From an optimization exercise on the open Yosys and OpenROAD flow, aimed at small area; shortcuts taken in it are not production practice. Function was checked by simulation only, so behaviour that the tests miss may differ from the original. Power figures rest on the tool's default switching activity, not on a simulated workload.

==> indigo <==
==> flow/design.v <==
`timescale 10ns/1ns
module Syntacore_simple
#(parameter   MSTR_NUM     = 2,
              SLV_NUM      = 4,
              DATA_WDTH    = 32,
              ADDR_WDTH    = 32,
              IDL_NUM      = 5
)
(
   input                                                  i_clk,
   input                                                  rst,
   input          [(MSTR_NUM - 1)                  : 0]   i_m_s_req,
   input          [(MSTR_NUM * ADDR_WDTH - 1)      : 0]   i_m_s_addr,
   input          [(MSTR_NUM - 1)                  : 0]   i_m_s_cmd,
   input          [(MSTR_NUM * DATA_WDTH - 1)      : 0]   i_m_s_wdata,
   input          [(SLV_NUM - 1)                   : 0]   i_s_m_ack,
   input          [(SLV_NUM * DATA_WDTH - 1)       : 0]   i_s_m_rdata,
   output   reg   [(SLV_NUM - 1)                   : 0]   o_m_s_req,
   output   reg   [(SLV_NUM * ADDR_WDTH - 1)       : 0]   o_m_s_addr,
   output   reg   [(SLV_NUM - 1)                   : 0]   o_m_s_cmd,
   output   reg   [(SLV_NUM * DATA_WDTH - 1)       : 0]   o_m_s_wdata,
   output   reg   [(MSTR_NUM - 1)                  : 0]   o_s_m_ack,
   output   reg   [(MSTR_NUM * DATA_WDTH - 1)      : 0]   o_s_m_rdata
);
localparam SW = $clog2(SLV_NUM);
localparam IW = $clog2(IDL_NUM);
wire [SW-1:0] sel0 = i_m_s_addr[ADDR_WDTH-1 -: SW];
wire [SW-1:0] sel1 = i_m_s_addr[2*ADDR_WDTH-1 -: SW];
reg  [1:0]    msk   [0:SLV_NUM-1];    
reg  [1:0]    own   [0:SLV_NUM-1];    
reg  [IW-1:0] idle  [0:SLV_NUM-1];    
reg  [1:0]    dec   [0:SLV_NUM-1];    
reg  [1:0]    ack_d1, ack_d2;         
wire [1:0]    ack_post = ack_d1 & ~ack_d2;
always @* begin
   o_s_m_ack[0] = i_s_m_ack[sel0] & own[sel0][0];
   o_s_m_ack[1] = i_s_m_ack[sel1] & own[sel1][1];
   o_s_m_rdata[DATA_WDTH-1:0]           = i_s_m_rdata[sel0*DATA_WDTH +: DATA_WDTH];
   o_s_m_rdata[2*DATA_WDTH-1:DATA_WDTH] = i_s_m_rdata[sel1*DATA_WDTH +: DATA_WDTH];
end
always @(posedge i_clk) begin
   ack_d1 <= o_s_m_ack;
   ack_d2 <= ack_d1;
end
genvar s;
generate
   for (s = 0; s < SLV_NUM; s = s + 1) begin: slv
      always @* begin
         dec[s][0] = i_m_s_req[0] & (sel0 == s) & msk[s][0];
         dec[s][1] = i_m_s_req[1] & (sel1 == s) & msk[s][1];
         o_m_s_addr [s*ADDR_WDTH +: ADDR_WDTH] = ({ADDR_WDTH{own[s][0]}} & i_m_s_addr [0 +: ADDR_WDTH])
                                               | ({ADDR_WDTH{own[s][1]}} & i_m_s_addr [ADDR_WDTH +: ADDR_WDTH]);
         o_m_s_wdata[s*DATA_WDTH +: DATA_WDTH] = ({DATA_WDTH{own[s][0]}} & i_m_s_wdata[0 +: DATA_WDTH])
                                               | ({DATA_WDTH{own[s][1]}} & i_m_s_wdata[DATA_WDTH +: DATA_WDTH]);
         o_m_s_cmd[s] = (own[s][0] & i_m_s_cmd[0]) | (own[s][1] & i_m_s_cmd[1]);
      end
      always @(posedge i_clk) begin
         if (rst | (idle[s] == IDL_NUM))
            msk[s] <= 2'b11;
         else if (own[s][0] & o_s_m_ack[0])
            msk[s] <= 2'b10;
         else if (own[s][1] & o_s_m_ack[1])
            msk[s] <= 2'b01;
         if (rst | (idle[s] == IDL_NUM) | (dec[s] != 0))
            idle[s] <= 0;
         else
            idle[s] <= idle[s] + 1'b1;
         if (rst | (dec[s] == 0 & |(own[s] & ack_post)))
            own[s] <= 2'b00;
         else if (dec[s][0])
            own[s] <= 2'b01;
         else if (dec[s][1])
            own[s] <= 2'b10;
         o_m_s_req[s] <= ~rst & (dec[s][0] ? ~o_s_m_ack[0] : dec[s][1] & ~o_s_m_ack[1]);
      end
   end
endgenerate
endmodule
==> flow/run.sh <==
#!/bin/bash
# synth_recipe.tcl (not shown) runs the flow's synth.tcl, then flattens the netlist and writes it again
# the make line also repeats each setting of config.mk as NAME=value (left out here)
make -C /OpenROAD-flow-scripts/flow DESIGN_CONFIG=/design/flow/config.mk WORK_HOME=/design/flow/orfs CLKGATE_MAP_FILE= SYNTH_SCRIPT=/design/flow/synth_recipe.tcl finish
==> flow/config.mk <==
export PLATFORM = sky130hd
export DESIGN_NAME = Syntacore_simple
export DESIGN_NICKNAME = Syntacore_simple
export VERILOG_FILES = /design/flow/design.v
export SDC_FILE = /design/flow/constraint.sdc
export NUM_CORES = 4
export LEC_CHECK = 0
export CAP_MARGIN = 20
export CORE_AREA = 5 5 215 215
export DIE_AREA = 0 0 220 220
export SLEW_MARGIN = 20
==> flow/constraint.sdc <==
create_clock -name core_clock -period 5.0 [get_ports {i_clk}]
set_input_delay 1.0000 -clock core_clock [delete_from_list [all_inputs] [get_ports {i_clk}]]
set_output_delay 1.0000 -clock core_clock [all_outputs]
set_load 0.01 [all_outputs]
==> garnet (differences from indigo) <==
==> flow/design.v, changed modules only <==
module Syntacore_simple
#(parameter   MSTR_NUM     = 2,
              SLV_NUM      = 4,
              DATA_WDTH    = 32,
              ADDR_WDTH    = 32,
              IDL_NUM      = 5
)
(
   input                                                  i_clk,
   input                                                  rst,
   input          [(MSTR_NUM - 1)                  : 0]   i_m_s_req,
   input          [(MSTR_NUM * ADDR_WDTH - 1)      : 0]   i_m_s_addr,
   input          [(MSTR_NUM - 1)                  : 0]   i_m_s_cmd,
   input          [(MSTR_NUM * DATA_WDTH - 1)      : 0]   i_m_s_wdata,
   input          [(SLV_NUM - 1)                   : 0]   i_s_m_ack,
   input          [(SLV_NUM * DATA_WDTH - 1)       : 0]   i_s_m_rdata,
   output   reg   [(SLV_NUM - 1)                   : 0]   o_m_s_req,
   output   reg   [(SLV_NUM * ADDR_WDTH - 1)       : 0]   o_m_s_addr,
   output   reg   [(SLV_NUM - 1)                   : 0]   o_m_s_cmd,
   output   reg   [(SLV_NUM * DATA_WDTH - 1)       : 0]   o_m_s_wdata,
   output   reg   [(MSTR_NUM - 1)                  : 0]   o_s_m_ack,
   output   reg   [(MSTR_NUM * DATA_WDTH - 1)      : 0]   o_s_m_rdata
);
localparam SW = $clog2(SLV_NUM);
wire [SW-1:0] sel0 = i_m_s_addr[ADDR_WDTH-1 -: SW];
wire [SW-1:0] sel1 = i_m_s_addr[2*ADDR_WDTH-1 -: SW];
reg  [1:0]         msk   [0:SLV_NUM-1];    
reg  [2:0]         idle  [0:SLV_NUM-1];    
reg  [SLV_NUM-1:0] idle5;                  
reg  [1:0]         dec   [0:SLV_NUM-1];    
reg  [SLV_NUM-1:0] own1;                   
function [DATA_WDTH-1:0] rmux(input [4*DATA_WDTH-1:0] d, input [1:0] sel);
   reg [3:0] n;
   begin
      n = ~(4'b0001 << sel);
      rmux = ~(~((d[0 +: DATA_WDTH] | {DATA_WDTH{n[0]}}) & (d[DATA_WDTH +: DATA_WDTH] | {DATA_WDTH{n[1]}}))
             | ~((d[2*DATA_WDTH +: DATA_WDTH] | {DATA_WDTH{n[2]}}) & (d[3*DATA_WDTH +: DATA_WDTH] | {DATA_WDTH{n[3]}})));
   end
endfunction
always @* begin
   o_s_m_ack[0] = i_s_m_ack[sel0] & ~own1[sel0];
   o_s_m_ack[1] = i_s_m_ack[sel1] &  own1[sel1];
   o_s_m_rdata[DATA_WDTH-1:0]           = rmux(i_s_m_rdata, sel0);
   o_s_m_rdata[2*DATA_WDTH-1:DATA_WDTH] = rmux(i_s_m_rdata, sel1);
end
genvar s;
generate
   for (s = 0; s < SLV_NUM; s = s + 1) begin: slv
      always @* begin
         idle5[s]  = idle[s][2] & ~idle[s][1];
         dec[s][0] = i_m_s_req[0] & (sel0 == s) & msk[s][0];
         dec[s][1] = i_m_s_req[1] & (sel1 == s) & msk[s][1];
         o_m_s_addr [s*ADDR_WDTH +: ADDR_WDTH] = own1[s] ? i_m_s_addr [ADDR_WDTH +: ADDR_WDTH] : i_m_s_addr [0 +: ADDR_WDTH];
         o_m_s_wdata[s*DATA_WDTH +: DATA_WDTH] = own1[s] ? i_m_s_wdata[DATA_WDTH +: DATA_WDTH] : i_m_s_wdata[0 +: DATA_WDTH];
         o_m_s_cmd[s] = own1[s] ? i_m_s_cmd[1] : i_m_s_cmd[0];
      end
      always @(posedge i_clk) begin
         if (rst | idle5[s])
            msk[s] <= 2'b11;
         else if (i_s_m_ack[s])
            msk[s] <= {~own1[s], own1[s]};
         if (rst | idle5[s] | (dec[s] != 0))
            idle[s] <= 3'b000;
         else
            idle[s] <= {idle[s][1:0], ~idle[s][2]};
         own1[s] <= ~dec[s][0];
         o_m_s_req[s] <= (dec[s] != 0) & ~(i_s_m_ack[s] & (own1[s] == ~dec[s][0]));
      end
   end
endgenerate
endmodule
==> flow/flow/run.sh (new file) <==
#!/bin/bash
# Standard ORFS layout with two changes:
#  * after the standard synthesis, the combinational logic of the netlist is
#    mapped again by ABC with an area-oriented script (remap.ys); the
#    flip-flops are kept as they are (same instances, names and cells);
#  * the port buffers that global placement inserts use buf_1.
# Each tool's output goes to a log file of its own in this folder.
set -euo pipefail
cd "$(dirname "$0")/.."
W=$PWD
R=$W/orfs/results/$FLOW_PLATFORM/Syntacore_simple/base
LIB=$FLOW_HOME/platforms/$FLOW_PLATFORM/lib/sky130_fd_sc_hd__tt_025C_1v80.lib
export BUFFER_PORTS_ARGS="-buffer_cell sky130_fd_sc_hd__buf_1"

bash standard.sh "$R/1_2_yosys.v" > log_1_synth.log 2>&1
cp "$R/1_2_yosys.v" "$W/synth_standard.v"

# cells ABC must not use: the platform's don't-use cells
DONT=$(grep -o 'cell *( *"\?sky130_fd_sc_hd__\(lpflow\|probe\)[a-z0-9_]*' "$LIB" | sed 's/.*"\?\(sky130[a-z0-9_]*\)/-dont_use \1/' | tr '\n' ' ')
sed -e "s#@LIB@#$LIB#g" -e "s#@IN@#$W/synth_standard.v#" -e "s#@OUT@#$W/synth_remap.v#" \
    -e "s#@SCRIPT@#$W/flow/remap.abc#" -e "s#@DONT@#$DONT#" flow/remap.ys > remap_run.ys
YOSYS=yosys
[[ -x $FLOW_HOME/../tools/install/yosys/bin/yosys ]] && YOSYS=$FLOW_HOME/../tools/install/yosys/bin/yosys
$YOSYS -l log_2_remap.log -q remap_run.ys > /dev/null 2>&1
cp "$W/synth_remap.v" "$R/1_2_yosys.v"

bash standard.sh > log_3_layout.log 2>&1
==> flow/flow/remap.abc (new file) <==
strash
dch
amap
topo
==> flow/flow/remap.ys (new file) <==
# Re-map the combinational cells of the standard synthesis netlist.
read_liberty -ignore_miss_func @LIB@
read_verilog @IN@
hierarchy -top Syntacore_simple
# flip-flops and tie cells stay as they are
blackbox sky130_fd_sc_hd__dfxtp_1 sky130_fd_sc_hd__dfxtp_2 sky130_fd_sc_hd__dfxtp_4 sky130_fd_sc_hd__conb_1
flatten
opt_clean -purge
abc -liberty @LIB@ -script @SCRIPT@ @DONT@
opt_clean -purge
stat -liberty @LIB@
write_verilog -noattr -noexpr -nohex -nodec @OUT@
==> flow/standard.sh (new file) <==
#!/bin/bash
# synth_recipe.tcl (not shown) runs the flow's synth.tcl, then flattens the netlist and writes it again
# the make line also repeats each setting of config.mk as NAME=value (left out here)
make -C /OpenROAD-flow-scripts/flow DESIGN_CONFIG=/design/flow/config.mk WORK_HOME=/design/flow/orfs CLKGATE_MAP_FILE= SYNTH_SCRIPT=/design/flow/synth_recipe.tcl "${@:-finish}"
--- a/flow/config.mk
+++ b/flow/config.mk
@@ -7,5 +7,7 @@
 export LEC_CHECK = 0
-export CAP_MARGIN = 20
+export ABC_AREA = 1
+export CAP_MARGIN = 5
 export CORE_AREA = 5 5 215 215
+export CTS_BUF_LIST = sky130_fd_sc_hd__clkbuf_8
 export DIE_AREA = 0 0 220 220
-export SLEW_MARGIN = 20
+export SLEW_MARGIN = 5
removed: flow/run.sh
==> nickel (differences from indigo) <==
--- a/flow/design.v
+++ b/flow/design.v
@@ -33,2 +33,10 @@
 reg  [1:0]    ack_d1, ack_d2;         
+function [DATA_WDTH-1:0] rmux(input [4*DATA_WDTH-1:0] d, input [1:0] sel);
+   reg [3:0] n;
+   begin
+      n = ~(4'b0001 << sel);
+      rmux = ~(~((d[0 +: DATA_WDTH] | {DATA_WDTH{n[0]}}) & (d[DATA_WDTH +: DATA_WDTH] | {DATA_WDTH{n[1]}}))
+             | ~((d[2*DATA_WDTH +: DATA_WDTH] | {DATA_WDTH{n[2]}}) & (d[3*DATA_WDTH +: DATA_WDTH] | {DATA_WDTH{n[3]}})));
+   end
+endfunction
 wire [1:0]    ack_post = ack_d1 & ~ack_d2;
@@ -37,4 +45,4 @@
    o_s_m_ack[1] = i_s_m_ack[sel1] & own[sel1][1];
-   o_s_m_rdata[DATA_WDTH-1:0]           = i_s_m_rdata[sel0*DATA_WDTH +: DATA_WDTH];
-   o_s_m_rdata[2*DATA_WDTH-1:DATA_WDTH] = i_s_m_rdata[sel1*DATA_WDTH +: DATA_WDTH];
+   o_s_m_rdata[DATA_WDTH-1:0]           = rmux(i_s_m_rdata, sel0);
+   o_s_m_rdata[2*DATA_WDTH-1:DATA_WDTH] = rmux(i_s_m_rdata, sel1);
 end
==> flow/flow/run.sh (new file) <==
#!/bin/bash
# Standard ORFS layout, except that the port buffers that global placement
# inserts use the smallest buffer (buf_1) instead of the tool's default pick.
set -euo pipefail
cd "$(dirname "$0")/.."
export BUFFER_PORTS_ARGS="-buffer_cell sky130_fd_sc_hd__buf_1"
bash standard.sh > flow_standard.log 2>&1
==> flow/standard.sh (new file) <==
#!/bin/bash
# synth_recipe.tcl (not shown) runs the flow's synth.tcl, then flattens the netlist and writes it again
# the make line also repeats each setting of config.mk as NAME=value (left out here)
make -C /OpenROAD-flow-scripts/flow DESIGN_CONFIG=/design/flow/config.mk WORK_HOME=/design/flow/orfs CLKGATE_MAP_FILE= SYNTH_SCRIPT=/design/flow/synth_recipe.tcl "${@:-finish}"
--- a/flow/config.mk
+++ b/flow/config.mk
@@ -7,4 +7,6 @@
 export LEC_CHECK = 0
+export ABC_AREA = 1
 export CAP_MARGIN = 20
 export CORE_AREA = 5 5 215 215
+export CTS_BUF_LIST = sky130_fd_sc_hd__clkbuf_2 sky130_fd_sc_hd__clkbuf_4
 export DIE_AREA = 0 0 220 220
removed: flow/run.sh
==> notes <==
- Register-to-register slack: indigo < garnet < nickel.
- In nickel the fmax is lower than in garnet, by about 2.8%.
- Global-route usage: indigo < nickel < garnet.
- Routed wire length, highest first: garnet, nickel, indigo.
- The lowest synthesized area belongs to garnet, the highest to indigo.
- The highest combinational power belongs to indigo, the lowest to nickel.
- The highest count of clock-buffer cells in the layout belongs to indigo, the lowest to garnet.
- In nickel the final area is lower than in indigo, by about 33%.
- Of garnet and indigo, garnet has the higher critical path depth (gap 2).

[re-timing with driven ports]
Ports are ideal in the flow. The routed layouts listed here were re-timed in OpenROAD.
Step 1, drivers: a clkbuf_16 drives i_clk and a buf_2 each remaining input, both assumed.
Step 2 adds t to the input delays and takes it off the output delays; t is the mean of the earliest and latest rising clock arrival at the registers after step 1. Input paths then give back, and output paths get back, about the clock's delay inside the block.
Three values: ideal, step 1, step 2; two values: the first two.
run | shift t [ns] | slack for setup (ns) | worst hold slack (ns) | cell pins on the clock port's net
indigo | 0.300 | 1.156 / 1.128 / 1.128 | 0.339 / 0.339 / 0.339 | 1
garnet | 0.300 | 1.040 / 1.011 / 1.011 | 0.422 / 0.422 / 0.422 | 1
nickel | 0.354 | 0.926 / 0.894 / 0.894 | 0.423 / 0.423 / 0.423 | 1
After both steps every run listed still meets setup and hold. For nickel, which loses most, drivers alone change the setup slack by -0.032 ns; drivers and shift together by -0.032 ns.
